From an optimization exercise on the open Yosys and OpenROAD flow, aimed at small area; shortcuts taken in it are not production practice.
At most, simulation tests tie the RTL to the original design; equivalence was not proved.
For run 3, only the layout was checked, not whether the RTL still works.

$ cat config.mk
export PLATFORM = sky130hd
export DESIGN_NAME = fast
export DESIGN_NICKNAME = fast
export VERILOG_FILES = /design/flow/design.v
export SDC_FILE = /design/flow/constraint.sdc
export NUM_CORES = 4
export LEC_CHECK = 0
export CAP_MARGIN = 40
export CORE_MARGIN = 2
export CORE_UTILIZATION = 40
export CTS_BUF_LIST = sky130_fd_sc_hd__clkbuf_4
export SLEW_MARGIN = 40
export SYNTH_HIERARCHICAL = 1
export BUFFER_PORTS_ARGS = -buffer_cell sky130_fd_sc_hd__buf_1
$ cat constraint.sdc
create_clock -name core_clock -period 12.0 [get_ports {clk}]
set_input_delay 2.4000 -clock core_clock [delete_from_list [all_inputs] [get_ports {clk}]]
set_output_delay 2.4000 -clock core_clock [all_outputs]
set_load 0.01 [all_outputs]
$ cat design.v
module fast (
   input bit clk,
   input bit rst_n,
   input logic [391:0] in_data,
   output logic [12:0] out_pixel
);
wire nc0;
wire nc1;
wire nc2;
wire nc3;
wire nc4;
wire nc5;
wire nc6;
wire nc7;
wire x8;
wire k9;
wire s10;
wire c11;
wire s12;
wire c13;
wire s14;
wire c15;
wire s16;
wire c17;
wire s18;
wire c19;
wire s20;
wire c21;
wire s22;
wire c23;
wire a24;
wire p25;
wire d26;
wire d27;
wire d28;
wire d29;
wire d30;
wire d31;
wire d32;
wire x33;
wire k34;
wire s35;
wire c36;
wire s37;
wire c38;
wire s39;
wire c40;
wire s41;
wire c42;
wire s43;
wire c44;
wire s45;
wire c46;
wire s47;
wire c48;
wire a49;
wire p50;
wire d51;
wire d52;
wire d53;
wire d54;
wire d55;
wire d56;
wire d57;
wire x58;
wire k59;
wire s60;
wire c61;
wire s62;
wire c63;
wire s64;
wire c65;
wire s66;
wire c67;
wire s68;
wire c69;
wire s70;
wire c71;
wire s72;
wire c73;
wire a74;
wire p75;
wire d76;
wire d77;
wire d78;
wire d79;
wire d80;
wire d81;
wire d82;
wire x83;
wire k84;
wire s85;
wire c86;
wire s87;
wire c88;
wire s89;
wire c90;
wire s91;
wire c92;
wire s93;
wire c94;
wire s95;
wire c96;
wire s97;
wire c98;
wire a99;
wire p100;
wire d101;
wire d102;
wire d103;
wire d104;
wire d105;
wire d106;
wire d107;
wire x108;
wire k109;
wire s110;
wire c111;
wire s112;
wire c113;
wire s114;
wire c115;
wire s116;
wire c117;
wire s118;
wire c119;
wire s120;
wire c121;
wire s122;
wire c123;
wire a124;
wire p125;
wire d126;
wire d127;
wire d128;
wire d129;
wire d130;
wire d131;
wire d132;
wire x133;
wire k134;
wire s135;
wire c136;
wire s137;
wire c138;
wire s139;
wire c140;
wire s141;
wire c142;
wire s143;
wire c144;
wire s145;
wire c146;
wire s147;
wire c148;
wire a149;
wire p150;
wire d151;
wire d152;
wire d153;
wire d154;
wire d155;
wire d156;
wire d157;
wire x158;
wire k159;
wire s160;
wire c161;
wire s162;
wire c163;
wire s164;
wire c165;
wire s166;
wire c167;
wire s168;
wire c169;
wire s170;
wire c171;
wire s172;
wire c173;
wire a174;
wire p175;
wire d176;
wire d177;
wire d178;
wire d179;
wire d180;
wire d181;
wire d182;
wire x183;
wire k184;
wire s185;
wire c186;
wire s187;
wire c188;
wire s189;
wire c190;
wire s191;
wire c192;
wire s193;
wire c194;
wire s195;
wire c196;
wire s197;
wire c198;
wire a199;
wire p200;
wire d201;
wire d202;
wire d203;
wire d204;
wire d205;
wire d206;
wire d207;
wire x208;
wire k209;
wire s210;
wire c211;
wire s212;
wire c213;
wire s214;
wire c215;
wire s216;
wire c217;
wire s218;
wire c219;
wire s220;
wire c221;
wire s222;
wire c223;
wire a224;
wire p225;
wire d226;
wire d227;
wire d228;
wire d229;
wire d230;
wire d231;
wire d232;
wire x233;
wire k234;
wire s235;
wire c236;
wire s237;
wire c238;
wire s239;
wire c240;
wire s241;
wire c242;
wire s243;
wire c244;
wire s245;
wire c246;
wire s247;
wire c248;
wire a249;
wire p250;
wire d251;
wire d252;
wire d253;
wire d254;
wire d255;
wire d256;
wire d257;
wire x258;
wire k259;
wire s260;
wire c261;
wire s262;
wire c263;
wire s264;
wire c265;
wire s266;
wire c267;
wire s268;
wire c269;
wire s270;
wire c271;
wire s272;
wire c273;
wire a274;
wire p275;
wire d276;
wire d277;
wire d278;
wire d279;
wire d280;
wire d281;
wire d282;
wire x283;
wire k284;
wire s285;
wire c286;
wire s287;
wire c288;
wire s289;
wire c290;
wire s291;
wire c292;
wire s293;
wire c294;
wire s295;
wire c296;
wire s297;
wire c298;
wire a299;
wire p300;
wire d301;
wire d302;
wire d303;
wire d304;
wire d305;
wire d306;
wire d307;
wire x308;
wire k309;
wire s310;
wire c311;
wire s312;
wire c313;
wire s314;
wire c315;
wire s316;
wire c317;
wire s318;
wire c319;
wire s320;
wire c321;
wire s322;
wire c323;
wire a324;
wire p325;
wire d326;
wire d327;
wire d328;
wire d329;
wire d330;
wire d331;
wire d332;
wire x333;
wire k334;
wire s335;
wire c336;
wire s337;
wire c338;
wire s339;
wire c340;
wire s341;
wire c342;
wire s343;
wire c344;
wire s345;
wire c346;
wire s347;
wire c348;
wire a349;
wire p350;
wire d351;
wire d352;
wire d353;
wire d354;
wire d355;
wire d356;
wire d357;
wire x358;
wire k359;
wire s360;
wire c361;
wire s362;
wire c363;
wire s364;
wire c365;
wire s366;
wire c367;
wire s368;
wire c369;
wire s370;
wire c371;
wire s372;
wire c373;
wire a374;
wire p375;
wire d376;
wire d377;
wire d378;
wire d379;
wire d380;
wire d381;
wire d382;
wire x383;
wire k384;
wire s385;
wire c386;
wire s387;
wire c388;
wire s389;
wire c390;
wire s391;
wire c392;
wire s393;
wire c394;
wire s395;
wire c396;
wire s397;
wire c398;
wire a399;
wire p400;
wire d401;
wire d402;
wire d403;
wire d404;
wire d405;
wire d406;
wire d407;
wire s408;
wire c409;
wire s410;
wire c411;
wire s412;
wire c413;
wire s414;
wire c415;
wire s416;
wire c417;
wire s418;
wire c419;
wire s420;
wire c421;
wire s422;
wire c423;
wire s424;
wire c425;
wire s426;
wire c427;
wire s428;
wire c429;
wire s430;
wire c431;
wire s432;
wire c433;
wire s434;
wire c435;
wire s436;
wire c437;
wire s438;
wire c439;
wire s440;
wire c441;
wire s442;
wire c443;
wire s444;
wire c445;
wire s446;
wire c447;
wire s448;
wire c449;
wire s450;
wire c451;
wire s452;
wire c453;
wire s454;
wire c455;
wire s456;
wire c457;
wire s458;
wire c459;
wire s460;
wire c461;
wire s462;
wire c463;
wire s464;
wire c465;
wire s466;
wire c467;
wire s468;
wire c469;
wire s470;
wire c471;
wire s472;
wire c473;
wire s474;
wire c475;
wire s476;
wire c477;
wire s478;
wire c479;
wire s480;
wire c481;
wire s482;
wire c483;
wire s484;
wire c485;
wire s486;
wire c487;
wire s488;
wire c489;
wire s490;
wire c491;
wire s492;
wire c493;
wire s494;
wire c495;
wire s496;
wire c497;
wire s498;
wire c499;
wire s500;
wire c501;
wire s502;
wire c503;
wire s504;
wire c505;
wire s506;
wire c507;
wire s508;
wire c509;
wire s510;
wire c511;
wire s512;
wire c513;
wire s514;
wire c515;
wire s516;
wire c517;
wire s518;
wire c519;
wire s520;
wire c521;
wire s522;
wire c523;
wire s524;
wire c525;
wire s526;
wire c527;
wire s528;
wire c529;
wire s530;
wire c531;
wire s532;
wire c533;
wire s534;
wire c535;
wire s536;
wire c537;
wire s538;
wire c539;
wire s540;
wire c541;
wire s542;
wire c543;
wire s544;
wire c545;
wire s546;
wire c547;
wire s548;
wire c549;
wire s550;
wire c551;
wire s552;
wire c553;
wire s554;
wire c555;
wire s556;
wire c557;
wire s558;
wire c559;
wire s560;
wire c561;
wire s562;
wire c563;
wire s564;
wire c565;
wire s566;
wire c567;
wire s568;
wire c569;
wire s570;
wire c571;
wire s572;
wire c573;
wire s574;
wire c575;
wire s576;
wire c577;
wire s578;
wire c579;
wire s580;
wire c581;
wire s582;
wire c583;
wire s584;
wire c585;
wire s586;
wire c587;
wire s588;
wire c589;
wire s590;
wire c591;
wire s592;
wire c593;
wire s594;
wire c595;
wire s596;
wire c597;
wire s598;
wire c599;
wire s600;
wire c601;
wire s602;
wire c603;
wire s604;
wire c605;
wire s606;
wire c607;
wire s608;
wire c609;
wire s610;
wire c611;
wire s612;
wire c613;
wire s614;
wire c615;
wire s616;
wire c617;
wire s618;
wire c619;
wire s620;
wire c621;
wire s622;
wire c623;
wire s624;
wire c625;
wire s626;
wire c627;
wire s628;
wire c629;
wire s630;
wire c631;
wire s632;
wire c633;
wire s634;
wire c635;
wire s636;
wire c637;
wire s638;
wire c639;
wire s640;
wire c641;
wire s642;
wire c643;
wire s644;
wire c645;
wire s646;
wire c647;
wire s648;
wire c649;
wire s650;
wire c651;
wire s652;
wire c653;
wire s654;
wire c655;
wire s656;
wire c657;
wire s658;
wire c659;
wire s660;
wire c661;
wire s662;
wire c663;
wire s664;
wire c665;
wire s666;
wire c667;
wire s668;
wire c669;
wire s670;
wire c671;
wire s672;
wire c673;
wire s674;
wire c675;
wire s676;
wire c677;
wire s678;
wire c679;
wire s680;
wire c681;
wire s682;
wire c683;
wire s684;
wire c685;
wire s686;
wire c687;
wire s688;
wire c689;
wire s690;
assign nc0 = ~in_data[192];
assign nc1 = ~in_data[193];
assign nc2 = ~in_data[194];
assign nc3 = ~in_data[195];
assign nc4 = ~in_data[196];
assign nc5 = ~in_data[197];
assign nc6 = ~in_data[198];
assign nc7 = ~in_data[199];
assign x8 = in_data[192] ^ in_data[24];
or_cell u_k9 (.a(nc0), .b(in_data[24]), .y(k9));
fa_cell u_s10 (.a(nc1), .b(in_data[25]), .c(k9), .s(s10), .co(c11));
fa_cell u_s12 (.a(nc2), .b(in_data[26]), .c(c11), .s(s12), .co(c13));
fa_cell u_s14 (.a(nc3), .b(in_data[27]), .c(c13), .s(s14), .co(c15));
fa_cell u_s16 (.a(nc4), .b(in_data[28]), .c(c15), .s(s16), .co(c17));
fa_cell u_s18 (.a(nc5), .b(in_data[29]), .c(c17), .s(s18), .co(c19));
fa_cell u_s20 (.a(nc6), .b(in_data[30]), .c(c19), .s(s20), .co(c21));
fa_cell u_s22 (.a(nc7), .b(in_data[31]), .c(c21), .s(s22), .co(c23));
assign a24 = ~c23;
assign p25 = ~(c23 | x8);
assign d26 = s10 ^ a24;
assign d27 = s12 ^ a24;
assign d28 = s14 ^ a24;
assign d29 = s16 ^ a24;
assign d30 = s18 ^ a24;
assign d31 = s20 ^ a24;
assign d32 = s22 ^ a24;
assign x33 = in_data[192] ^ in_data[32];
or_cell u_k34 (.a(nc0), .b(in_data[32]), .y(k34));
fa_cell u_s35 (.a(nc1), .b(in_data[33]), .c(k34), .s(s35), .co(c36));
fa_cell u_s37 (.a(nc2), .b(in_data[34]), .c(c36), .s(s37), .co(c38));
fa_cell u_s39 (.a(nc3), .b(in_data[35]), .c(c38), .s(s39), .co(c40));
fa_cell u_s41 (.a(nc4), .b(in_data[36]), .c(c40), .s(s41), .co(c42));
fa_cell u_s43 (.a(nc5), .b(in_data[37]), .c(c42), .s(s43), .co(c44));
fa_cell u_s45 (.a(nc6), .b(in_data[38]), .c(c44), .s(s45), .co(c46));
fa_cell u_s47 (.a(nc7), .b(in_data[39]), .c(c46), .s(s47), .co(c48));
assign a49 = ~c48;
assign p50 = ~(c48 | x33);
assign d51 = s35 ^ a49;
assign d52 = s37 ^ a49;
assign d53 = s39 ^ a49;
assign d54 = s41 ^ a49;
assign d55 = s43 ^ a49;
assign d56 = s45 ^ a49;
assign d57 = s47 ^ a49;
assign x58 = in_data[192] ^ in_data[96];
or_cell u_k59 (.a(nc0), .b(in_data[96]), .y(k59));
fa_cell u_s60 (.a(nc1), .b(in_data[97]), .c(k59), .s(s60), .co(c61));
fa_cell u_s62 (.a(nc2), .b(in_data[98]), .c(c61), .s(s62), .co(c63));
fa_cell u_s64 (.a(nc3), .b(in_data[99]), .c(c63), .s(s64), .co(c65));
fa_cell u_s66 (.a(nc4), .b(in_data[100]), .c(c65), .s(s66), .co(c67));
fa_cell u_s68 (.a(nc5), .b(in_data[101]), .c(c67), .s(s68), .co(c69));
fa_cell u_s70 (.a(nc6), .b(in_data[102]), .c(c69), .s(s70), .co(c71));
fa_cell u_s72 (.a(nc7), .b(in_data[103]), .c(c71), .s(s72), .co(c73));
assign a74 = ~c73;
assign p75 = ~(c73 | x58);
assign d76 = s60 ^ a74;
assign d77 = s62 ^ a74;
assign d78 = s64 ^ a74;
assign d79 = s66 ^ a74;
assign d80 = s68 ^ a74;
assign d81 = s70 ^ a74;
assign d82 = s72 ^ a74;
assign x83 = in_data[192] ^ in_data[160];
or_cell u_k84 (.a(nc0), .b(in_data[160]), .y(k84));
fa_cell u_s85 (.a(nc1), .b(in_data[161]), .c(k84), .s(s85), .co(c86));
fa_cell u_s87 (.a(nc2), .b(in_data[162]), .c(c86), .s(s87), .co(c88));
fa_cell u_s89 (.a(nc3), .b(in_data[163]), .c(c88), .s(s89), .co(c90));
fa_cell u_s91 (.a(nc4), .b(in_data[164]), .c(c90), .s(s91), .co(c92));
fa_cell u_s93 (.a(nc5), .b(in_data[165]), .c(c92), .s(s93), .co(c94));
fa_cell u_s95 (.a(nc6), .b(in_data[166]), .c(c94), .s(s95), .co(c96));
fa_cell u_s97 (.a(nc7), .b(in_data[167]), .c(c96), .s(s97), .co(c98));
assign a99 = ~c98;
assign p100 = ~(c98 | x83);
assign d101 = s85 ^ a99;
assign d102 = s87 ^ a99;
assign d103 = s89 ^ a99;
assign d104 = s91 ^ a99;
assign d105 = s93 ^ a99;
assign d106 = s95 ^ a99;
assign d107 = s97 ^ a99;
assign x108 = in_data[192] ^ in_data[216];
or_cell u_k109 (.a(nc0), .b(in_data[216]), .y(k109));
fa_cell u_s110 (.a(nc1), .b(in_data[217]), .c(k109), .s(s110), .co(c111));
fa_cell u_s112 (.a(nc2), .b(in_data[218]), .c(c111), .s(s112), .co(c113));
fa_cell u_s114 (.a(nc3), .b(in_data[219]), .c(c113), .s(s114), .co(c115));
fa_cell u_s116 (.a(nc4), .b(in_data[220]), .c(c115), .s(s116), .co(c117));
fa_cell u_s118 (.a(nc5), .b(in_data[221]), .c(c117), .s(s118), .co(c119));
fa_cell u_s120 (.a(nc6), .b(in_data[222]), .c(c119), .s(s120), .co(c121));
fa_cell u_s122 (.a(nc7), .b(in_data[223]), .c(c121), .s(s122), .co(c123));
assign a124 = ~c123;
assign p125 = ~(c123 | x108);
assign d126 = s110 ^ a124;
assign d127 = s112 ^ a124;
assign d128 = s114 ^ a124;
assign d129 = s116 ^ a124;
assign d130 = s118 ^ a124;
assign d131 = s120 ^ a124;
assign d132 = s122 ^ a124;
assign x133 = in_data[192] ^ in_data[272];
or_cell u_k134 (.a(nc0), .b(in_data[272]), .y(k134));
fa_cell u_s135 (.a(nc1), .b(in_data[273]), .c(k134), .s(s135), .co(c136));
fa_cell u_s137 (.a(nc2), .b(in_data[274]), .c(c136), .s(s137), .co(c138));
fa_cell u_s139 (.a(nc3), .b(in_data[275]), .c(c138), .s(s139), .co(c140));
fa_cell u_s141 (.a(nc4), .b(in_data[276]), .c(c140), .s(s141), .co(c142));
fa_cell u_s143 (.a(nc5), .b(in_data[277]), .c(c142), .s(s143), .co(c144));
fa_cell u_s145 (.a(nc6), .b(in_data[278]), .c(c144), .s(s145), .co(c146));
fa_cell u_s147 (.a(nc7), .b(in_data[279]), .c(c146), .s(s147), .co(c148));
assign a149 = ~c148;
assign p150 = ~(c148 | x133);
assign d151 = s135 ^ a149;
assign d152 = s137 ^ a149;
assign d153 = s139 ^ a149;
assign d154 = s141 ^ a149;
assign d155 = s143 ^ a149;
assign d156 = s145 ^ a149;
assign d157 = s147 ^ a149;
assign x158 = in_data[192] ^ in_data[320];
or_cell u_k159 (.a(nc0), .b(in_data[320]), .y(k159));
fa_cell u_s160 (.a(nc1), .b(in_data[321]), .c(k159), .s(s160), .co(c161));
fa_cell u_s162 (.a(nc2), .b(in_data[322]), .c(c161), .s(s162), .co(c163));
fa_cell u_s164 (.a(nc3), .b(in_data[323]), .c(c163), .s(s164), .co(c165));
fa_cell u_s166 (.a(nc4), .b(in_data[324]), .c(c165), .s(s166), .co(c167));
fa_cell u_s168 (.a(nc5), .b(in_data[325]), .c(c167), .s(s168), .co(c169));
fa_cell u_s170 (.a(nc6), .b(in_data[326]), .c(c169), .s(s170), .co(c171));
fa_cell u_s172 (.a(nc7), .b(in_data[327]), .c(c171), .s(s172), .co(c173));
assign a174 = ~c173;
assign p175 = ~(c173 | x158);
assign d176 = s160 ^ a174;
assign d177 = s162 ^ a174;
assign d178 = s164 ^ a174;
assign d179 = s166 ^ a174;
assign d180 = s168 ^ a174;
assign d181 = s170 ^ a174;
assign d182 = s172 ^ a174;
assign x183 = in_data[192] ^ in_data[368];
or_cell u_k184 (.a(nc0), .b(in_data[368]), .y(k184));
fa_cell u_s185 (.a(nc1), .b(in_data[369]), .c(k184), .s(s185), .co(c186));
fa_cell u_s187 (.a(nc2), .b(in_data[370]), .c(c186), .s(s187), .co(c188));
fa_cell u_s189 (.a(nc3), .b(in_data[371]), .c(c188), .s(s189), .co(c190));
fa_cell u_s191 (.a(nc4), .b(in_data[372]), .c(c190), .s(s191), .co(c192));
fa_cell u_s193 (.a(nc5), .b(in_data[373]), .c(c192), .s(s193), .co(c194));
fa_cell u_s195 (.a(nc6), .b(in_data[374]), .c(c194), .s(s195), .co(c196));
fa_cell u_s197 (.a(nc7), .b(in_data[375]), .c(c196), .s(s197), .co(c198));
assign a199 = ~c198;
assign p200 = ~(c198 | x183);
assign d201 = s185 ^ a199;
assign d202 = s187 ^ a199;
assign d203 = s189 ^ a199;
assign d204 = s191 ^ a199;
assign d205 = s193 ^ a199;
assign d206 = s195 ^ a199;
assign d207 = s197 ^ a199;
assign x208 = in_data[192] ^ in_data[360];
or_cell u_k209 (.a(nc0), .b(in_data[360]), .y(k209));
fa_cell u_s210 (.a(nc1), .b(in_data[361]), .c(k209), .s(s210), .co(c211));
fa_cell u_s212 (.a(nc2), .b(in_data[362]), .c(c211), .s(s212), .co(c213));
fa_cell u_s214 (.a(nc3), .b(in_data[363]), .c(c213), .s(s214), .co(c215));
fa_cell u_s216 (.a(nc4), .b(in_data[364]), .c(c215), .s(s216), .co(c217));
fa_cell u_s218 (.a(nc5), .b(in_data[365]), .c(c217), .s(s218), .co(c219));
fa_cell u_s220 (.a(nc6), .b(in_data[366]), .c(c219), .s(s220), .co(c221));
fa_cell u_s222 (.a(nc7), .b(in_data[367]), .c(c221), .s(s222), .co(c223));
assign a224 = ~c223;
assign p225 = ~(c223 | x208);
assign d226 = s210 ^ a224;
assign d227 = s212 ^ a224;
assign d228 = s214 ^ a224;
assign d229 = s216 ^ a224;
assign d230 = s218 ^ a224;
assign d231 = s220 ^ a224;
assign d232 = s222 ^ a224;
assign x233 = in_data[192] ^ in_data[352];
or_cell u_k234 (.a(nc0), .b(in_data[352]), .y(k234));
fa_cell u_s235 (.a(nc1), .b(in_data[353]), .c(k234), .s(s235), .co(c236));
fa_cell u_s237 (.a(nc2), .b(in_data[354]), .c(c236), .s(s237), .co(c238));
fa_cell u_s239 (.a(nc3), .b(in_data[355]), .c(c238), .s(s239), .co(c240));
fa_cell u_s241 (.a(nc4), .b(in_data[356]), .c(c240), .s(s241), .co(c242));
fa_cell u_s243 (.a(nc5), .b(in_data[357]), .c(c242), .s(s243), .co(c244));
fa_cell u_s245 (.a(nc6), .b(in_data[358]), .c(c244), .s(s245), .co(c246));
fa_cell u_s247 (.a(nc7), .b(in_data[359]), .c(c246), .s(s247), .co(c248));
assign a249 = ~c248;
assign p250 = ~(c248 | x233);
assign d251 = s235 ^ a249;
assign d252 = s237 ^ a249;
assign d253 = s239 ^ a249;
assign d254 = s241 ^ a249;
assign d255 = s243 ^ a249;
assign d256 = s245 ^ a249;
assign d257 = s247 ^ a249;
assign x258 = in_data[192] ^ in_data[288];
or_cell u_k259 (.a(nc0), .b(in_data[288]), .y(k259));
fa_cell u_s260 (.a(nc1), .b(in_data[289]), .c(k259), .s(s260), .co(c261));
fa_cell u_s262 (.a(nc2), .b(in_data[290]), .c(c261), .s(s262), .co(c263));
fa_cell u_s264 (.a(nc3), .b(in_data[291]), .c(c263), .s(s264), .co(c265));
fa_cell u_s266 (.a(nc4), .b(in_data[292]), .c(c265), .s(s266), .co(c267));
fa_cell u_s268 (.a(nc5), .b(in_data[293]), .c(c267), .s(s268), .co(c269));
fa_cell u_s270 (.a(nc6), .b(in_data[294]), .c(c269), .s(s270), .co(c271));
fa_cell u_s272 (.a(nc7), .b(in_data[295]), .c(c271), .s(s272), .co(c273));
assign a274 = ~c273;
assign p275 = ~(c273 | x258);
assign d276 = s260 ^ a274;
assign d277 = s262 ^ a274;
assign d278 = s264 ^ a274;
assign d279 = s266 ^ a274;
assign d280 = s268 ^ a274;
assign d281 = s270 ^ a274;
assign d282 = s272 ^ a274;
assign x283 = in_data[192] ^ in_data[224];
or_cell u_k284 (.a(nc0), .b(in_data[224]), .y(k284));
fa_cell u_s285 (.a(nc1), .b(in_data[225]), .c(k284), .s(s285), .co(c286));
fa_cell u_s287 (.a(nc2), .b(in_data[226]), .c(c286), .s(s287), .co(c288));
fa_cell u_s289 (.a(nc3), .b(in_data[227]), .c(c288), .s(s289), .co(c290));
fa_cell u_s291 (.a(nc4), .b(in_data[228]), .c(c290), .s(s291), .co(c292));
fa_cell u_s293 (.a(nc5), .b(in_data[229]), .c(c292), .s(s293), .co(c294));
fa_cell u_s295 (.a(nc6), .b(in_data[230]), .c(c294), .s(s295), .co(c296));
fa_cell u_s297 (.a(nc7), .b(in_data[231]), .c(c296), .s(s297), .co(c298));
assign a299 = ~c298;
assign p300 = ~(c298 | x283);
assign d301 = s285 ^ a299;
assign d302 = s287 ^ a299;
assign d303 = s289 ^ a299;
assign d304 = s291 ^ a299;
assign d305 = s293 ^ a299;
assign d306 = s295 ^ a299;
assign d307 = s297 ^ a299;
assign x308 = in_data[192] ^ in_data[168];
or_cell u_k309 (.a(nc0), .b(in_data[168]), .y(k309));
fa_cell u_s310 (.a(nc1), .b(in_data[169]), .c(k309), .s(s310), .co(c311));
fa_cell u_s312 (.a(nc2), .b(in_data[170]), .c(c311), .s(s312), .co(c313));
fa_cell u_s314 (.a(nc3), .b(in_data[171]), .c(c313), .s(s314), .co(c315));
fa_cell u_s316 (.a(nc4), .b(in_data[172]), .c(c315), .s(s316), .co(c317));
fa_cell u_s318 (.a(nc5), .b(in_data[173]), .c(c317), .s(s318), .co(c319));
fa_cell u_s320 (.a(nc6), .b(in_data[174]), .c(c319), .s(s320), .co(c321));
fa_cell u_s322 (.a(nc7), .b(in_data[175]), .c(c321), .s(s322), .co(c323));
assign a324 = ~c323;
assign p325 = ~(c323 | x308);
assign d326 = s310 ^ a324;
assign d327 = s312 ^ a324;
assign d328 = s314 ^ a324;
assign d329 = s316 ^ a324;
assign d330 = s318 ^ a324;
assign d331 = s320 ^ a324;
assign d332 = s322 ^ a324;
assign x333 = in_data[192] ^ in_data[112];
or_cell u_k334 (.a(nc0), .b(in_data[112]), .y(k334));
fa_cell u_s335 (.a(nc1), .b(in_data[113]), .c(k334), .s(s335), .co(c336));
fa_cell u_s337 (.a(nc2), .b(in_data[114]), .c(c336), .s(s337), .co(c338));
fa_cell u_s339 (.a(nc3), .b(in_data[115]), .c(c338), .s(s339), .co(c340));
fa_cell u_s341 (.a(nc4), .b(in_data[116]), .c(c340), .s(s341), .co(c342));
fa_cell u_s343 (.a(nc5), .b(in_data[117]), .c(c342), .s(s343), .co(c344));
fa_cell u_s345 (.a(nc6), .b(in_data[118]), .c(c344), .s(s345), .co(c346));
fa_cell u_s347 (.a(nc7), .b(in_data[119]), .c(c346), .s(s347), .co(c348));
assign a349 = ~c348;
assign p350 = ~(c348 | x333);
assign d351 = s335 ^ a349;
assign d352 = s337 ^ a349;
assign d353 = s339 ^ a349;
assign d354 = s341 ^ a349;
assign d355 = s343 ^ a349;
assign d356 = s345 ^ a349;
assign d357 = s347 ^ a349;
assign x358 = in_data[192] ^ in_data[64];
or_cell u_k359 (.a(nc0), .b(in_data[64]), .y(k359));
fa_cell u_s360 (.a(nc1), .b(in_data[65]), .c(k359), .s(s360), .co(c361));
fa_cell u_s362 (.a(nc2), .b(in_data[66]), .c(c361), .s(s362), .co(c363));
fa_cell u_s364 (.a(nc3), .b(in_data[67]), .c(c363), .s(s364), .co(c365));
fa_cell u_s366 (.a(nc4), .b(in_data[68]), .c(c365), .s(s366), .co(c367));
fa_cell u_s368 (.a(nc5), .b(in_data[69]), .c(c367), .s(s368), .co(c369));
fa_cell u_s370 (.a(nc6), .b(in_data[70]), .c(c369), .s(s370), .co(c371));
fa_cell u_s372 (.a(nc7), .b(in_data[71]), .c(c371), .s(s372), .co(c373));
assign a374 = ~c373;
assign p375 = ~(c373 | x358);
assign d376 = s360 ^ a374;
assign d377 = s362 ^ a374;
assign d378 = s364 ^ a374;
assign d379 = s366 ^ a374;
assign d380 = s368 ^ a374;
assign d381 = s370 ^ a374;
assign d382 = s372 ^ a374;
assign x383 = in_data[192] ^ in_data[16];
or_cell u_k384 (.a(nc0), .b(in_data[16]), .y(k384));
fa_cell u_s385 (.a(nc1), .b(in_data[17]), .c(k384), .s(s385), .co(c386));
fa_cell u_s387 (.a(nc2), .b(in_data[18]), .c(c386), .s(s387), .co(c388));
fa_cell u_s389 (.a(nc3), .b(in_data[19]), .c(c388), .s(s389), .co(c390));
fa_cell u_s391 (.a(nc4), .b(in_data[20]), .c(c390), .s(s391), .co(c392));
fa_cell u_s393 (.a(nc5), .b(in_data[21]), .c(c392), .s(s393), .co(c394));
fa_cell u_s395 (.a(nc6), .b(in_data[22]), .c(c394), .s(s395), .co(c396));
fa_cell u_s397 (.a(nc7), .b(in_data[23]), .c(c396), .s(s397), .co(c398));
assign a399 = ~c398;
assign p400 = ~(c398 | x383);
assign d401 = s385 ^ a399;
assign d402 = s387 ^ a399;
assign d403 = s389 ^ a399;
assign d404 = s391 ^ a399;
assign d405 = s393 ^ a399;
assign d406 = s395 ^ a399;
assign d407 = s397 ^ a399;
fa_cell u_s408 (.a(x108), .b(x133), .c(x158), .s(s408), .co(c409));
fa_cell u_s410 (.a(x183), .b(x208), .c(x233), .s(s410), .co(c411));
fa_cell u_s412 (.a(x258), .b(x283), .c(x308), .s(s412), .co(c413));
fa_cell u_s414 (.a(x33), .b(x333), .c(x358), .s(s414), .co(c415));
fa_cell u_s416 (.a(x383), .b(x58), .c(x8), .s(s416), .co(c417));
fa_cell u_s418 (.a(x83), .b(s408), .c(s410), .s(s418), .co(c419));
fa_cell u_s420 (.a(s412), .b(s414), .c(s416), .s(s420), .co(c421));
ha_cell u_s422 (.a(s418), .b(s420), .s(s422), .co(c423));
fa_cell u_s424 (.a(c409), .b(c411), .c(c413), .s(s424), .co(c425));
fa_cell u_s426 (.a(c415), .b(c417), .c(c419), .s(s426), .co(c427));
fa_cell u_s428 (.a(c421), .b(s424), .c(c423), .s(s428), .co(c429));
fa_cell u_s430 (.a(s426), .b(s428), .c(p100), .s(s430), .co(c431));
fa_cell u_s432 (.a(p125), .b(p150), .c(p175), .s(s432), .co(c433));
fa_cell u_s434 (.a(p200), .b(p225), .c(p25), .s(s434), .co(c435));
fa_cell u_s436 (.a(p250), .b(p275), .c(p300), .s(s436), .co(c437));
fa_cell u_s438 (.a(p325), .b(p350), .c(p375), .s(s438), .co(c439));
fa_cell u_s440 (.a(p400), .b(p50), .c(p75), .s(s440), .co(c441));
fa_cell u_s442 (.a(d101), .b(d126), .c(d151), .s(s442), .co(c443));
fa_cell u_s444 (.a(d176), .b(d201), .c(d226), .s(s444), .co(c445));
fa_cell u_s446 (.a(d251), .b(d26), .c(d276), .s(s446), .co(c447));
fa_cell u_s448 (.a(d301), .b(d326), .c(d351), .s(s448), .co(c449));
fa_cell u_s450 (.a(d376), .b(d401), .c(d51), .s(s450), .co(c451));
fa_cell u_s452 (.a(d76), .b(s430), .c(s432), .s(s452), .co(c453));
fa_cell u_s454 (.a(s434), .b(s436), .c(s438), .s(s454), .co(c455));
fa_cell u_s456 (.a(s440), .b(s442), .c(s444), .s(s456), .co(c457));
fa_cell u_s458 (.a(s446), .b(s448), .c(s450), .s(s458), .co(c459));
fa_cell u_s460 (.a(s452), .b(s454), .c(s456), .s(s460), .co(c461));
ha_cell u_s462 (.a(s458), .b(s460), .s(s462), .co(c463));
fa_cell u_s464 (.a(c425), .b(c427), .c(c429), .s(s464), .co(c465));
fa_cell u_s466 (.a(s464), .b(d102), .c(d127), .s(s466), .co(c467));
fa_cell u_s468 (.a(d152), .b(d177), .c(d202), .s(s468), .co(c469));
fa_cell u_s470 (.a(d227), .b(d252), .c(d27), .s(s470), .co(c471));
fa_cell u_s472 (.a(d277), .b(d302), .c(d327), .s(s472), .co(c473));
fa_cell u_s474 (.a(d352), .b(d377), .c(d402), .s(s474), .co(c475));
fa_cell u_s476 (.a(d52), .b(d77), .c(c431), .s(s476), .co(c477));
fa_cell u_s478 (.a(c433), .b(c435), .c(c437), .s(s478), .co(c479));
fa_cell u_s480 (.a(c439), .b(c441), .c(c443), .s(s480), .co(c481));
fa_cell u_s482 (.a(c445), .b(c447), .c(c449), .s(s482), .co(c483));
fa_cell u_s484 (.a(c451), .b(s466), .c(s468), .s(s484), .co(c485));
fa_cell u_s486 (.a(s470), .b(s472), .c(s474), .s(s486), .co(c487));
fa_cell u_s488 (.a(c453), .b(c455), .c(s476), .s(s488), .co(c489));
fa_cell u_s490 (.a(s478), .b(c457), .c(c459), .s(s490), .co(c491));
fa_cell u_s492 (.a(s480), .b(s482), .c(s484), .s(s492), .co(c493));
fa_cell u_s494 (.a(s486), .b(s488), .c(c461), .s(s494), .co(c495));
fa_cell u_s496 (.a(s490), .b(s492), .c(c463), .s(s496), .co(c497));
ha_cell u_s498 (.a(s494), .b(s496), .s(s498), .co(c499));
fa_cell u_s500 (.a(c465), .b(d103), .c(d128), .s(s500), .co(c501));
fa_cell u_s502 (.a(d153), .b(d178), .c(d203), .s(s502), .co(c503));
fa_cell u_s504 (.a(d228), .b(d253), .c(d278), .s(s504), .co(c505));
fa_cell u_s506 (.a(d28), .b(d303), .c(d328), .s(s506), .co(c507));
fa_cell u_s508 (.a(d353), .b(d378), .c(d403), .s(s508), .co(c509));
fa_cell u_s510 (.a(d53), .b(d78), .c(c467), .s(s510), .co(c511));
fa_cell u_s512 (.a(c469), .b(c471), .c(c473), .s(s512), .co(c513));
fa_cell u_s514 (.a(c475), .b(s500), .c(s502), .s(s514), .co(c515));
fa_cell u_s516 (.a(s504), .b(s506), .c(s508), .s(s516), .co(c517));
fa_cell u_s518 (.a(c477), .b(c479), .c(c481), .s(s518), .co(c519));
fa_cell u_s520 (.a(c483), .b(c485), .c(c487), .s(s520), .co(c521));
fa_cell u_s522 (.a(s510), .b(s512), .c(s514), .s(s522), .co(c523));
fa_cell u_s524 (.a(s516), .b(c489), .c(c491), .s(s524), .co(c525));
fa_cell u_s526 (.a(s518), .b(c493), .c(s520), .s(s526), .co(c527));
fa_cell u_s528 (.a(s522), .b(c495), .c(s524), .s(s528), .co(c529));
fa_cell u_s530 (.a(s526), .b(c497), .c(s528), .s(s530), .co(c531));
ha_cell u_s532 (.a(c499), .b(s530), .s(s532), .co(c533));
fa_cell u_s534 (.a(d104), .b(d129), .c(d154), .s(s534), .co(c535));
fa_cell u_s536 (.a(d179), .b(d204), .c(d229), .s(s536), .co(c537));
fa_cell u_s538 (.a(d254), .b(d279), .c(d29), .s(s538), .co(c539));
fa_cell u_s540 (.a(d304), .b(d329), .c(d354), .s(s540), .co(c541));
fa_cell u_s542 (.a(d379), .b(d404), .c(d54), .s(s542), .co(c543));
fa_cell u_s544 (.a(d79), .b(c501), .c(c503), .s(s544), .co(c545));
fa_cell u_s546 (.a(c505), .b(c507), .c(c509), .s(s546), .co(c547));
fa_cell u_s548 (.a(s534), .b(s536), .c(s538), .s(s548), .co(c549));
fa_cell u_s550 (.a(s540), .b(s542), .c(c511), .s(s550), .co(c551));
fa_cell u_s552 (.a(c513), .b(c515), .c(c517), .s(s552), .co(c553));
fa_cell u_s554 (.a(s544), .b(s546), .c(s548), .s(s554), .co(c555));
fa_cell u_s556 (.a(c519), .b(c521), .c(s550), .s(s556), .co(c557));
fa_cell u_s558 (.a(c523), .b(s552), .c(s554), .s(s558), .co(c559));
fa_cell u_s560 (.a(c525), .b(c527), .c(s556), .s(s560), .co(c561));
fa_cell u_s562 (.a(s558), .b(c529), .c(s560), .s(s562), .co(c563));
fa_cell u_s564 (.a(c531), .b(s562), .c(c533), .s(s564), .co(c565));
fa_cell u_s566 (.a(d105), .b(d130), .c(d155), .s(s566), .co(c567));
fa_cell u_s568 (.a(d180), .b(d205), .c(d230), .s(s568), .co(c569));
fa_cell u_s570 (.a(d255), .b(d280), .c(d30), .s(s570), .co(c571));
fa_cell u_s572 (.a(d305), .b(d330), .c(d355), .s(s572), .co(c573));
fa_cell u_s574 (.a(d380), .b(d405), .c(d55), .s(s574), .co(c575));
fa_cell u_s576 (.a(d80), .b(c535), .c(c537), .s(s576), .co(c577));
fa_cell u_s578 (.a(c539), .b(c541), .c(c543), .s(s578), .co(c579));
fa_cell u_s580 (.a(s566), .b(s568), .c(s570), .s(s580), .co(c581));
fa_cell u_s582 (.a(s572), .b(s574), .c(c545), .s(s582), .co(c583));
fa_cell u_s584 (.a(c547), .b(c549), .c(s576), .s(s584), .co(c585));
fa_cell u_s586 (.a(s578), .b(s580), .c(c551), .s(s586), .co(c587));
fa_cell u_s588 (.a(c553), .b(s582), .c(c555), .s(s588), .co(c589));
fa_cell u_s590 (.a(s584), .b(c557), .c(s586), .s(s590), .co(c591));
fa_cell u_s592 (.a(c559), .b(s588), .c(c561), .s(s592), .co(c593));
fa_cell u_s594 (.a(s590), .b(c563), .c(s592), .s(s594), .co(c595));
ha_cell u_s596 (.a(s594), .b(c565), .s(s596), .co(c597));
fa_cell u_s598 (.a(d106), .b(d131), .c(d156), .s(s598), .co(c599));
fa_cell u_s600 (.a(d181), .b(d206), .c(d231), .s(s600), .co(c601));
fa_cell u_s602 (.a(d256), .b(d281), .c(d306), .s(s602), .co(c603));
fa_cell u_s604 (.a(d31), .b(d331), .c(d356), .s(s604), .co(c605));
fa_cell u_s606 (.a(d381), .b(d406), .c(d56), .s(s606), .co(c607));
fa_cell u_s608 (.a(d81), .b(c567), .c(c569), .s(s608), .co(c609));
fa_cell u_s610 (.a(c571), .b(c573), .c(c575), .s(s610), .co(c611));
fa_cell u_s612 (.a(s598), .b(s600), .c(s602), .s(s612), .co(c613));
fa_cell u_s614 (.a(s604), .b(s606), .c(c577), .s(s614), .co(c615));
fa_cell u_s616 (.a(c579), .b(c581), .c(s608), .s(s616), .co(c617));
fa_cell u_s618 (.a(s610), .b(s612), .c(c583), .s(s618), .co(c619));
fa_cell u_s620 (.a(c585), .b(s614), .c(s616), .s(s620), .co(c621));
fa_cell u_s622 (.a(c587), .b(s618), .c(c589), .s(s622), .co(c623));
fa_cell u_s624 (.a(s620), .b(c591), .c(s622), .s(s624), .co(c625));
fa_cell u_s626 (.a(c593), .b(s624), .c(c595), .s(s626), .co(c627));
ha_cell u_s628 (.a(s626), .b(c597), .s(s628), .co(c629));
fa_cell u_s630 (.a(d107), .b(d132), .c(d157), .s(s630), .co(c631));
fa_cell u_s632 (.a(d182), .b(d207), .c(d232), .s(s632), .co(c633));
fa_cell u_s634 (.a(d257), .b(d282), .c(d307), .s(s634), .co(c635));
fa_cell u_s636 (.a(d32), .b(d332), .c(d357), .s(s636), .co(c637));
fa_cell u_s638 (.a(d382), .b(d407), .c(d57), .s(s638), .co(c639));
fa_cell u_s640 (.a(d82), .b(c599), .c(c601), .s(s640), .co(c641));
fa_cell u_s642 (.a(c603), .b(c605), .c(c607), .s(s642), .co(c643));
fa_cell u_s644 (.a(s630), .b(s632), .c(s634), .s(s644), .co(c645));
fa_cell u_s646 (.a(s636), .b(s638), .c(c609), .s(s646), .co(c647));
fa_cell u_s648 (.a(c611), .b(c613), .c(s640), .s(s648), .co(c649));
fa_cell u_s650 (.a(s642), .b(s644), .c(c615), .s(s650), .co(c651));
fa_cell u_s652 (.a(c617), .b(s646), .c(s648), .s(s652), .co(c653));
fa_cell u_s654 (.a(c619), .b(s650), .c(c621), .s(s654), .co(c655));
fa_cell u_s656 (.a(s652), .b(c623), .c(s654), .s(s656), .co(c657));
fa_cell u_s658 (.a(c625), .b(s656), .c(c627), .s(s658), .co(c659));
ha_cell u_s660 (.a(c629), .b(s658), .s(s660), .co(c661));
fa_cell u_s662 (.a(c631), .b(c633), .c(c635), .s(s662), .co(c663));
fa_cell u_s664 (.a(c637), .b(c639), .c(c641), .s(s664), .co(c665));
fa_cell u_s666 (.a(c643), .b(c645), .c(s662), .s(s666), .co(c667));
fa_cell u_s668 (.a(c647), .b(c649), .c(s664), .s(s668), .co(c669));
fa_cell u_s670 (.a(s666), .b(c651), .c(c653), .s(s670), .co(c671));
fa_cell u_s672 (.a(s668), .b(c655), .c(s670), .s(s672), .co(c673));
fa_cell u_s674 (.a(c657), .b(s672), .c(c659), .s(s674), .co(c675));
ha_cell u_s676 (.a(c661), .b(s674), .s(s676), .co(c677));
fa_cell u_s678 (.a(c663), .b(c665), .c(c667), .s(s678), .co(c679));
fa_cell u_s680 (.a(c669), .b(s678), .c(c671), .s(s680), .co(c681));
fa_cell u_s682 (.a(c673), .b(s680), .c(c675), .s(s682), .co(c683));
ha_cell u_s684 (.a(c677), .b(s682), .s(s684), .co(c685));
fa_cell u_s686 (.a(c679), .b(c681), .c(c683), .s(s686), .co(c687));
ha_cell u_s688 (.a(c685), .b(s686), .s(s688), .co(c689));
assign s690 = c687 ^ c689;
wire [15:0] A = {a399, a374, a349, a324, a299, a274, a249, a224, a199, a174, a149, a124, a99, a74, a49, a24};
wire [11:0] S = {s690, s688, s684, s676, s660, s628, s596, s564, s532, s498, s462, s422};
wire [15:0] e = ~(A ^ {A[0], A[15:1]});
wire [3:0] full, suf3, suf2, pre2, pre3;
wire [3:0] run;
genvar j;
generate for (j = 0; j < 4; j++) begin : blk
   assign suf2[j] = e[4*j+2] & e[4*j+3];
   assign suf3[j] = e[4*j+1] & suf2[j];
   assign full[j] = e[4*j] & suf3[j];
   assign pre2[j] = e[4*j] & e[4*j+1];
   assign pre3[j] = pre2[j] & e[4*j+2];
end
for (j = 0; j < 4; j++) begin : runs
   assign run[j] = full[(j+1)%4] & (full[j] | (suf3[j] & e[4*((j+2)%4)])
                   | (suf2[j] & pre2[(j+2)%4]) | (e[4*j+3] & pre3[(j+2)%4]));
end
endgenerate
wire is_corner = |run;
always_ff @(posedge clk) begin
   if (~rst_n) out_pixel <= '0;
   else        out_pixel <= is_corner ? {1'b0, S} : '0;
end
endmodule
module fa_cell (input a, input b, input c, output s, output co);
assign {co, s} = {1'b0, a} + {1'b0, b} + {1'b0, c};
endmodule
module ha_cell (input a, input b, output s, output co);
assign {co, s} = {1'b0, a} + {1'b0, b};
endmodule
module or_cell (input a, input b, output y);
assign y = a | b;
endmodule
$ cat flow/run.sh
#!/bin/bash
set -euo pipefail
cat >> config.mk <<'EOT'
export BUFFER_PORTS_ARGS = -buffer_cell sky130_fd_sc_hd__buf_1
EOT
bash standard.sh > flow_make.log 2>&1
$ cat standard.sh
#!/bin/bash
# synth_recipe.tcl (not shown) runs the flow's synth.tcl, then flattens the netlist and writes it again
# the make line also repeats each setting of config.mk as NAME=value (left out here)
make -C /OpenROAD-flow-scripts/flow DESIGN_CONFIG=/design/flow/config.mk WORK_HOME=/design/flow/orfs CLKGATE_MAP_FILE= SYNTH_SCRIPT=/design/flow/synth_recipe.tcl "${@:-finish}"
==> flow_summary.ini, run 1 <==
[outcome]
status = finished clean

[cts]
cts_tree = yes
cts_hold_buf = 0
cts-buffers-inserted = 3
post_cts_buffers = 0
clkTransAtPathRegs_ns = 0.10
cts_sinks = 12
post_cts_resized = 0
htree_levels = 1
cts.path.max_buffers = 2
cts_root_buf = clkbuf_4

[layout]
fill_cells = 1678
final_util = 0.458
drive_above_1_share = 0.0804
stdcell_count = 914
largest_register_ffs = 12
layout.nets = 1332
regMostFlops = out_pixel
reg.largest.list = out_pixel: 12 flops
area_growth_pct = 12.6

[synthesis]
syn_area_per_cell_sq_um = 13.7
ys_seq_area_frac = 0.0330
postSynthCellCount = 531
synth_top_area_share = 0.669
ys_warn_count = 7
yosys.cell_count.top_type = fa_1
syn-num-nets = 1178
async_reset_ff_frac = 0
synth_seq_cells = 12
synth_cell_type_count = 29
synth_area_sq_um = 7270
synthTopCellsByCount = 243 x fa_1, 120 x xnor2_1, 28 x xor2_1
synth_area_leaders = fa_1 67%, xnor2_1 14%, xor2_1 3.4%
synth.largest_area_cell = fa_1
synthFlopType = dfxtp_1
synth_edf_count = 0

[global_routing]
antenna_found_initial = 1
grt_usage = 0.221
grt_pass1_wl_um = 31900
grt_start_max_net_pins = 17
grt_overflow = 0
grt_pass1_vias = 5654

[drt]
drt_iter0_markers = 175
first_pass_iters = 4
drc = 0
drt-total-wl_um = 19800
ant_nets = 0
vias = 4465
vias_per_cell = 4.89
wire_per_inst_um = 21.6

[timing]
layout_setup_ws_ns = 0.271
hold_viol_final = 0
setup-violations-final = 0
fmax_ghz = 0.0853
whs_ns = 2.63
worstMarginPinSlew_ns = 0.790
relSlewSlack = 0.474
min_period_over_period = 0.977
rsz0062_at_grt = no
slew_viol_final = 0
period_needed_ns = 11.73

[worst_setup_path]
start_kind = input pin
critPathMaxFanout = 13
cp-endpoint = out_pixel[11]
critPathArrivalTime_ns = 11.95
critPathCaptureType = register
worstPathRequired_ns = 12.22
crit_start = in_data[192]
critPathKind = input pin to register

[die]
die_h_um = 139
dieArea_sq_um = 19300
die_w_um = 139
ioPinCount = 407
row_count = 49
core_sq_um = 17900
initial_core_util = 0.406

[placed_design]
dp_slack_ns = -0.246
portBuffers = 149
gp_congestion = 0.914
dp_hpwl_um = 18900
dp_cells = 909

[worst_hold_path]
hold_start = rst_n
hold_path.class = input pin to register

[flow_run]
cap_violations = 0
cell families (layout without fill, tap and decap cells):
family                   count (synthesis)  after routing  share of synthesized area
AO/OA/AOI/OAI                           22             22                     0.0196
multiplexers                             4              4                    0.00551
adder cells (fa/ha/maj)                253            253                      0.686
buffers and inverters                   32            185                     0.0310
flip-flops                              12             12                     0.0330
AND/OR/NAND/NOR                         58             58                     0.0435
other                                    1              2                   0.000516
XOR/XNOR                               149            149                      0.181
per-module statistics from Yosys, one instance, submodules excluded:
module,area (sq um),cells inside
fa_cell,20.0,1
fast,2180,262
ha_cell,12.5,1
or_cell,6.26,1
worst min path at each step:
stage               depth (start not counted)             to
finish                                      3  out_pixel[11]
global route                                3  out_pixel[11]
CTS                                         3  out_pixel[10]
detailed placement                          1  out_pixel[11]
global placement                            1   out_pixel[7]
floorplan                                   2   out_pixel[0]
metrics by stage:
stage / cell area (sq um) / TNS, ns
final: 8190 / 0
after global routing: 8190 / 0
after CTS: 8140 / 0
after detailed placement: 8110 / -0.361
after global placement: 8110 / -0.0996
after floorplan: 7270 / 0
cell type report:
cell class,count,area [sq um],share of cell area
multi-input cells,487,6850,0.837
diodes,1,2.50,0.000306
clock inverters,1,3.75,0.000458
flip-flops and latches,12,240,0.0293
well taps,229,287,0.0350
inverters,8,30.0,0.00367
clock buffers,3,22.5,0.00275
repair buffers,173,752,0.0918
critical path: stages:
cell     delay (ns)
buf_1          0.11
inv_2          0.11
or2_1          0.23
fa_1           0.39
fa_1           0.45
fa_1           0.41
fa_1           0.45
fa_1           0.41
fa_1           0.39
fa_1           0.56
xnor2_1        0.22
fa_1           0.55
fa_1           0.42
fa_1           0.42
fa_1           0.55
fa_1           0.43
fa_1           0.40
fa_1           0.41
fa_1           0.40
fa_1           0.39
fa_1           0.39
fa_1           0.39
fa_1           0.44
ha_1           0.20
xor2_1         0.16
nand2_1        0.07
a21oi_1        0.16
cells in the final DEF (no fill, tap or decap), types with 12 or more instances in the layout:
| cell | synthesis | routed |
|---|---|---|
| dfxtp_1 | 12 | 12 |
| nand2_1 | 14 | 14 |
| fa_1 | 243 | 233 |
| buf_1 | 0 | 149 |
| xor2_1 | 28 | 28 |
| a21oi_1 | 14 | 14 |
| buf_4 | 5 | 23 |
| nor2_1 | 18 | 18 |
| or2_1 | 16 | 16 |
| xnor2_1 | 120 | 117 |
layer usage:
layer,vias to the layer above,share of wire,global-route usage
li1,1930,-,-
met1,2349,0.40,0.296
met2,166,0.51,0.381
met3,20,0.070,0.0356
met4,0,0.022,0.0510
met5,-,0,0
==> run 2, diff against run 1 <==
--- a/config.mk
+++ b/config.mk
@@ -7,3 +7,3 @@
 export LEC_CHECK = 0
-export CAP_MARGIN = 40
+export CAP_MARGIN = 20
 export CORE_MARGIN = 2
@@ -11,3 +11,3 @@
 export CTS_BUF_LIST = sky130_fd_sc_hd__clkbuf_4
-export SLEW_MARGIN = 40
+export SLEW_MARGIN = 20
 export SYNTH_HIERARCHICAL = 1
==> run 2 against run 1 <==
Against the previous run:
- still clean on timing, DRC and antenna
- sequential share of layout area about the same
- cell count increased by 0.22%
- synthesized cell count stayed put
- cell area increased by 0.61%
- die area unchanged
- via count fell by 0.11%
- wire length about the same
- worst hold slack gained 0.0074 ns
- critical endpoint unchanged
==> flow_summary.ini, run 2 <==
[outcome]
status = finished clean

[worst_setup_path]
crit_top_cell = fa_1
critPathArrivalTime_ns = 11.94
start_kind = input pin
critical-path-top-delay-family = adder cells
critPathMaxFanout = 13
cpPeakStageDelay_ns = 0.57
worstPathRequired_ns = 12.22
critPathKind = input pin to register
critPathCaptureType = register
cp_slowest_cell = fa_1
crit_buf_inv = 2

[synthesis]
synth_edf_count = 0
syn_area_per_cell_sq_um = 13.7
yosys.cell_count.top_type = fa_1
postSynthCellCount = 531
syn-num-nets = 1178
synth_area_sq_um = 7270
synthTopCellsByCount = 243 x fa_1, 120 x xnor2_1, 28 x xor2_1
async_reset_ff_frac = 0
synth_seq_cells = 12
synth_cell_type_count = 29
synth_area_leaders = fa_1 67%, xnor2_1 14%, xor2_1 3.4%
ys_warn_count = 7
ys_seq_area_frac = 0.0330
synthFlopType = dfxtp_1
synth.largest_area_cell = fa_1
synth_top_area_share = 0.669

[layout]
stdcell_count = 916
drive_above_1_share = 0.0773
largest_register_ffs = 12
multi_input_area_sq_um = 6850
reg.largest.list = out_pixel: 12 flops
layout.nets = 1334
fill_cells = 1696
layout_commonest_cell = fa_1
final_cell_mix = 232 x fa_1, 149 x buf_1, 118 x xnor2_1
regMostFlops = out_pixel
seq_area_sq_um = 240
final_util = 0.460
area_growth_pct = 13.3

[cts]
clkTransAtPathRegs_ns = 0.10
cts-buffers-inserted = 3
cts_root_buf = clkbuf_4
cts.path.max_buffers = 2
cts_tree = yes
cts_sinks = 12
htree_levels = 1

[timing]
relSlewSlack = 0.357
tns_ns = 0
rsz0062_at_grt = no
slew_viol_final = 0
setup-violations-final = 0
period_needed_ns = 11.72
whs_ns = 2.64
fmax_ghz = 0.0853
min_period_over_period = 0.977
worstMarginPinSlew_ns = 0.958
hold_viol_final = 0

[worst_hold_path]
hold_path.class = input pin to register

[flow_run]
cap_violations = 0

[drt]
drt_iter0_markers = 180
ant_nets = 0
drc = 0
first_pass_iters = 5
drt-total-wl_um = 19800
wire_per_inst_um = 21.6
vias = 4460
vias_per_cell = 4.87

[global_routing]
use_met2 = 0.383
grt_usage = 0.221
use_met3 = 0.0290
grt_pass1_wl_um = 31900
grt_start_max_net_pins = 17
grt_pass1_vias = 5606
grt_overflow = 0
top_usage_layer = met2
antenna_found_initial = 1
grt_use_met1 = 0.300

[die]
dieArea_sq_um = 19300
die_h_um = 139
ioPinCount = 407
initial_core_util = 0.406
core_sq_um = 17900
die_w_um = 139
row_count = 49

[placed_design]
gp_congestion = 0.914
dp_hpwl_um = 18900
dp_cells = 909
portBuffers = 149
-- run 2: cell counts after synthesis --
Identical to the previous run, type by type.
-- run 2: path summary, 6_finish.rpt --
path | cells past startpoint | end | slack [ns] | startpoint
max | 27 | out_pixel[11] | 0.28 | in_data[192]
min | 3 | out_pixel[11] | 2.64 | rst_n
-- run 2: cells by family (layout without fill, tap and decap cells) --
group | count (synthesis) | count (layout) | share of synthesized area
flip-flops | 12 | 12 | 0.0330
multiplexers | 4 | 4 | 0.00551
AO/OA/AOI/OAI | 22 | 22 | 0.0196
AND/OR/NAND/NOR | 58 | 58 | 0.0435
buffers and inverters | 32 | 187 | 0.0310
XOR/XNOR | 149 | 149 | 0.181
other | 1 | 2 | 0.000516
adder cells (fa/ha/maj) | 253 | 253 | 0.686
-- run 2: layout make-up --
type | count | share of cell area
diodes | 1 | 0.000304
clock buffers | 3 | 0.00273
clock inverters | 1 | 0.000456
inverters | 8 | 0.00364
multi-input cells | 487 | 0.831
flip-flops and latches | 12 | 0.0292
well taps | 229 | 0.0348
repair buffers | 175 | 0.0979
-- run 2: stage by stage --
stage	setup slack (ns)	cell area (sq um)
after global routing	0.00459	8240
final	0.277	8240
after detailed placement	-0.236	8110
after CTS	0.0825	8140
after global placement	-0.0945	8110
after floorplan	0.0130	7270
-- run 2: per-module statistics from Yosys, one instance, submodules excluded --
module   area [sq um]  flip-flops and latches  copies in the design  cells
fast             2180                      12                     1    262
fa_cell          20.0                       0                   243      1
ha_cell          12.5                       0                    10      1
or_cell          6.26                       0                    16      1
-- run 2: what timing repair did --
action	CTS	global route
resized for setup	0	14
hold buffers	0	0
setup endpoints to repair	0	2
buffers inserted	0	0
-- run 2: metal layers --
layer / share of wire / vias up
li1: - / 1934
met2: 0.51 / 158
met1: 0.41 / 2352
met4: 0.019 / 0
met3: 0.062 / 16
met5: 0 / -
==> run 3, diff against run 2 <==
--- a/design.v
+++ b/design.v
@@ -714,3 +714,3 @@
 fa_cell u_s22 (.a(nc7), .b(in_data[31]), .c(c21), .s(s22), .co(c23));
-assign a24 = ~c23;
+inv_cell u_a24 (.a(c23), .y(a24));
 assign p25 = ~(c23 | x8);
@@ -732,3 +732,3 @@
 fa_cell u_s47 (.a(nc7), .b(in_data[39]), .c(c46), .s(s47), .co(c48));
-assign a49 = ~c48;
+inv_cell u_a49 (.a(c48), .y(a49));
 assign p50 = ~(c48 | x33);
@@ -750,3 +750,3 @@
 fa_cell u_s72 (.a(nc7), .b(in_data[103]), .c(c71), .s(s72), .co(c73));
-assign a74 = ~c73;
+inv_cell u_a74 (.a(c73), .y(a74));
 assign p75 = ~(c73 | x58);
@@ -768,3 +768,3 @@
 fa_cell u_s97 (.a(nc7), .b(in_data[167]), .c(c96), .s(s97), .co(c98));
-assign a99 = ~c98;
+inv_cell u_a99 (.a(c98), .y(a99));
 assign p100 = ~(c98 | x83);
@@ -786,3 +786,3 @@
 fa_cell u_s122 (.a(nc7), .b(in_data[223]), .c(c121), .s(s122), .co(c123));
-assign a124 = ~c123;
+inv_cell u_a124 (.a(c123), .y(a124));
 assign p125 = ~(c123 | x108);
@@ -804,3 +804,3 @@
 fa_cell u_s147 (.a(nc7), .b(in_data[279]), .c(c146), .s(s147), .co(c148));
-assign a149 = ~c148;
+inv_cell u_a149 (.a(c148), .y(a149));
 assign p150 = ~(c148 | x133);
@@ -822,3 +822,3 @@
 fa_cell u_s172 (.a(nc7), .b(in_data[327]), .c(c171), .s(s172), .co(c173));
-assign a174 = ~c173;
+inv_cell u_a174 (.a(c173), .y(a174));
 assign p175 = ~(c173 | x158);
@@ -840,3 +840,3 @@
 fa_cell u_s197 (.a(nc7), .b(in_data[375]), .c(c196), .s(s197), .co(c198));
-assign a199 = ~c198;
+inv_cell u_a199 (.a(c198), .y(a199));
 assign p200 = ~(c198 | x183);
@@ -858,3 +858,3 @@
 fa_cell u_s222 (.a(nc7), .b(in_data[367]), .c(c221), .s(s222), .co(c223));
-assign a224 = ~c223;
+inv_cell u_a224 (.a(c223), .y(a224));
 assign p225 = ~(c223 | x208);
@@ -876,3 +876,3 @@
 fa_cell u_s247 (.a(nc7), .b(in_data[359]), .c(c246), .s(s247), .co(c248));
-assign a249 = ~c248;
+inv_cell u_a249 (.a(c248), .y(a249));
 assign p250 = ~(c248 | x233);
@@ -894,3 +894,3 @@
 fa_cell u_s272 (.a(nc7), .b(in_data[295]), .c(c271), .s(s272), .co(c273));
-assign a274 = ~c273;
+inv_cell u_a274 (.a(c273), .y(a274));
 assign p275 = ~(c273 | x258);
@@ -912,3 +912,3 @@
 fa_cell u_s297 (.a(nc7), .b(in_data[231]), .c(c296), .s(s297), .co(c298));
-assign a299 = ~c298;
+inv_cell u_a299 (.a(c298), .y(a299));
 assign p300 = ~(c298 | x283);
@@ -930,3 +930,3 @@
 fa_cell u_s322 (.a(nc7), .b(in_data[175]), .c(c321), .s(s322), .co(c323));
-assign a324 = ~c323;
+inv_cell u_a324 (.a(c323), .y(a324));
 assign p325 = ~(c323 | x308);
@@ -948,3 +948,3 @@
 fa_cell u_s347 (.a(nc7), .b(in_data[119]), .c(c346), .s(s347), .co(c348));
-assign a349 = ~c348;
+inv_cell u_a349 (.a(c348), .y(a349));
 assign p350 = ~(c348 | x333);
@@ -966,3 +966,3 @@
 fa_cell u_s372 (.a(nc7), .b(in_data[71]), .c(c371), .s(s372), .co(c373));
-assign a374 = ~c373;
+inv_cell u_a374 (.a(c373), .y(a374));
 assign p375 = ~(c373 | x358);
@@ -984,3 +984,3 @@
 fa_cell u_s397 (.a(nc7), .b(in_data[23]), .c(c396), .s(s397), .co(c398));
-assign a399 = ~c398;
+inv_cell u_a399 (.a(c398), .y(a399));
 assign p400 = ~(c398 | x383);
@@ -1135,5 +1135,5 @@
 assign s690 = c687 ^ c689;
-wire [15:0] A = {a399, a374, a349, a324, a299, a274, a249, a224, a199, a174, a149, a124, a99, a74, a49, a24};
+wire [15:0] B = {c398, c373, c348, c323, c298, c273, c248, c223, c198, c173, c148, c123, c98, c73, c48, c23};
 wire [11:0] S = {s690, s688, s684, s676, s660, s628, s596, s564, s532, s498, s462, s422};
-wire [15:0] e = ~(A ^ {A[0], A[15:1]});
+wire [15:0] e = ~(B ^ {B[0], B[15:1]});
 wire [3:0] full, suf3, suf2, pre2, pre3;
@@ -1165,2 +1165,5 @@
 endmodule
+module inv_cell (input a, output y);
+assign y = ~a;
+endmodule
 module or_cell (input a, input b, output y);
--- a/config.mk
+++ b/config.mk
@@ -7,3 +7,3 @@
 export LEC_CHECK = 0
-export CAP_MARGIN = 20
+export CAP_MARGIN = 40
 export CORE_MARGIN = 2
@@ -11,3 +11,3 @@
 export CTS_BUF_LIST = sky130_fd_sc_hd__clkbuf_4
-export SLEW_MARGIN = 20
+export SLEW_MARGIN = 40
 export SYNTH_HIERARCHICAL = 1
==> run 3 against run 2 <==
Against the previous run:
- first-iteration DRC count is 26% lower
- wire length rose by 3.5%
- critical path depth is 2 higher
- sequential share of layout area fell by 0.14 points
- setup slack better by 0.013 ns
==> flow_summary.ini, run 3 <==
[timing]
fmax_ghz = 0.0854
rsz0062_at_grt = no
slew_viol_final = 0
hold_viol_final = 0
layout_setup_ws_ns = 0.290
min_period_over_period = 0.976
worstMarginPinSlew_ns = 0.650
period_needed_ns = 11.71
relSlewSlack = 0.566
setup-violations-final = 0

[die]
row_count = 49
ioPinCount = 407
dieArea_sq_um = 19500
die_h_um = 140
die_w_um = 140
core_sq_um = 18000
initial_core_util = 0.409

[layout]
stdcell_count = 948
layout_commonest_cell = fa_1
largest_register_ffs = 12
reg.largest.list = out_pixel: 12 flops
area_growth_pct = 17.7
layout.nets = 1366
final_cell_mix = 216 x fa_1, 148 x buf_1, 120 x xor2_1
drive_above_1_share = 0.180
final_util = 0.481
regMostFlops = out_pixel

[drt]
wire_per_inst_um = 21.6
met1_length_um = 8250
drt-total-wl_um = 20500
routed.top_layer = met4
first_pass_iters = 4
vias_per_cell = 4.75
drt_iter0_markers = 134
ant_nets = 0
wl_met3_um = 1190
met2_wirelength_um = 10800
vias = 4507
drc = 0

[global_routing]
grt_usage = 0.219
grt_pass1_vias = 5611
grt_pass1_wl_um = 31800
antenna_found_initial = 1
grt_start_max_net_pins = 17
grt_overflow = 0

[synthesis]
synth_top_area_share = 0.662
synth_area_sq_um = 7350
async_reset_ff_frac = 0
ys_seq_area_frac = 0.0327
synth_area_leaders = fa_1 66%, xor2_1 17%, dfxtp_1 3.3%
synth_edf_count = 0
synth_cell_type_count = 30
ys_warn_count = 7
synthFlopType = dfxtp_1
syn-num-nets = 1198
yosys.cell_count.top_type = fa_1
synthTopCellsByCount = 243 x fa_1, 139 x xor2_1, 24 x inv_1
syn_area_per_cell_sq_um = 13.3
synth.largest_area_cell = fa_1
synth_seq_cells = 12
postSynthCellCount = 551

[placed_design]
dp_cells = 940
portBuffers = 149
gp_congestion = 0.960
dp_slack_ns = -0.208
dp_hpwl_um = 19400

[cts]
htree_levels = 1
cts.path.max_buffers = 2
cts_sinks = 12
cts_root_buf = clkbuf_4
clkTransAtPathRegs_ns = 0.07
cts_tree = yes
cts-buffers-inserted = 3

[flow_run]
cap_violations = 0

[worst_setup_path]
crit_buf_inv = 4
crit_top_cell = fa_1
cp_slowest_cell = fa_2
critPathKind = input pin to register
critPathArrivalTime_ns = 11.91
start_kind = input pin
critical-path-top-delay-family = adder cells
cpPeakStageDelay_ns = 0.59
critPathMaxFanout = 7
critPathCaptureType = register
worstPathRequired_ns = 12.20

[outcome]
status = finished clean

[worst_hold_path]
hold_path.class = input pin to register
==> run 3: cell count changes in the layout (fill, tap and decap cells not counted), moves of 12 or more <==
cell / delta
xnor2_1: -108
fa_2: +16
xor2_2: +18
fa_1: -16
buf_4: +19
inv_2: +12
xor2_1: +92
==> run 3: worst paths after layout <==
path | start | endpoint | slack (ns) | cells past startpoint
max | in_data[192] | out_pixel[11] | 0.29 | 29
min | rst_n | out_pixel[4] | 2.52 | 3
==> run 3: cell families (layout without fill, tap and decap cells) <==
group / Yosys count / count (layout) / synth area share
fa+ha+maj: 253 / 253 / 0.679
xor+xnor: 149 / 149 / 0.178
buf+inv: 56 / 223 / 0.0381
simple gates: 54 / 54 / 0.0436
compound gates: 22 / 22 / 0.0215
flops: 12 / 12 / 0.0327
mux: 4 / 4 / 0.00681
other cells: 1 / 2 / 0.000510
==> run 3: timing repair <==
action	CTS	global route
hold buffers	0	0
buffers inserted	0	3
resized for setup	0	66
setup endpoints to repair	0	2
==> run 3: modules after synthesis (local to each module, per instance) <==
module    times used  cells  area [sq um]  flip-flops and latches
fa_cell          243      1          20.0                       0
fast               1    266          2200                      12
ha_cell           10      1          12.5                       0
inv_cell          16      1          3.75                       0
or_cell           16      1          6.26                       0
==> run 3: cell type report <==
class / instances / area, sq um
antenna: 1 / 2.50
clock buffer: 3 / 22.5
clock inverter: 1 / 3.75
fill: 1640 / 9320
inverter: 24 / 98.8
multi-input combinational: 483 / 7050
sequential: 12 / 240
tap: 229 / 287
timing repair buffer: 195 / 943
==> run 3: tightest hold or removal path, cell delays in order <==
cell and delay, ns:
buf_1 0.20, nand2_1 0.11, a21oi_1 0.04
==> run 3: layer usage <==
metal | track usage | vias up
met3 | 0.0286 | 17
li1 | - | 1986
met1 | 0.299 | 2374
met2 | 0.388 | 130
met5 | 0 | -
met4 | 0.0298 | 0
==> run 3: stage by stage <==
| step | setup TNS [ns] | instance area (sq um) | hold WS (ns) |
|---|---|---|---|
| final | 0 | 8640 | 2.52 |
| after global routing | 0 | 8640 | 2.55 |
| after CTS | 0 | 8380 | 2.51 |
| after detailed placement | -0.369 | 8350 | 2.79 |
| after global placement | -0.291 | 8350 | 2.79 |
| after floorplan | 0 | 7360 | 2.52 |

static timing again, ports no longer ideal:
In the flow no input, the clock included, has a driving cell. The finished layouts below were timed again as built, in two steps. Step 1 sets driving cells, clkbuf_16 on the clock port and buf_2 on the other inputs (assumed; they add their load-dependent delay and slew). Step 2, shift: input delay + t, output delay - t, t = (earliest + latest rising clock arrival at the registers) / 2. This alone moves slack from input paths to output paths. Slacks: no drivers / after step 1 / after step 2; pairs: no drivers / after step 1.
run | shift t [ns] | setup slack, ns | worst setup path after step 2 | worst register clock-pin slew, ns | pins driven straight from the clock port
run 1 | 0.316 | 0.271 / 0.274 / -0.042 | input to register | 0.10 / 0.10 | 1
run 2 | 0.306 | 0.277 / 0.279 / -0.027 | input to register | 0.10 / 0.10 | 1
run 3 | 0.299 | 0.290 / 0.300 / 0.000 | input to register | 0.07 / 0.07 | 1
Met with ideal ports but missed after step 2: setup timing in run 1 and run 2. The setup slack of run 1, which loses most, moves by +0.003 ns with the drivers and by -0.313 ns with both steps.
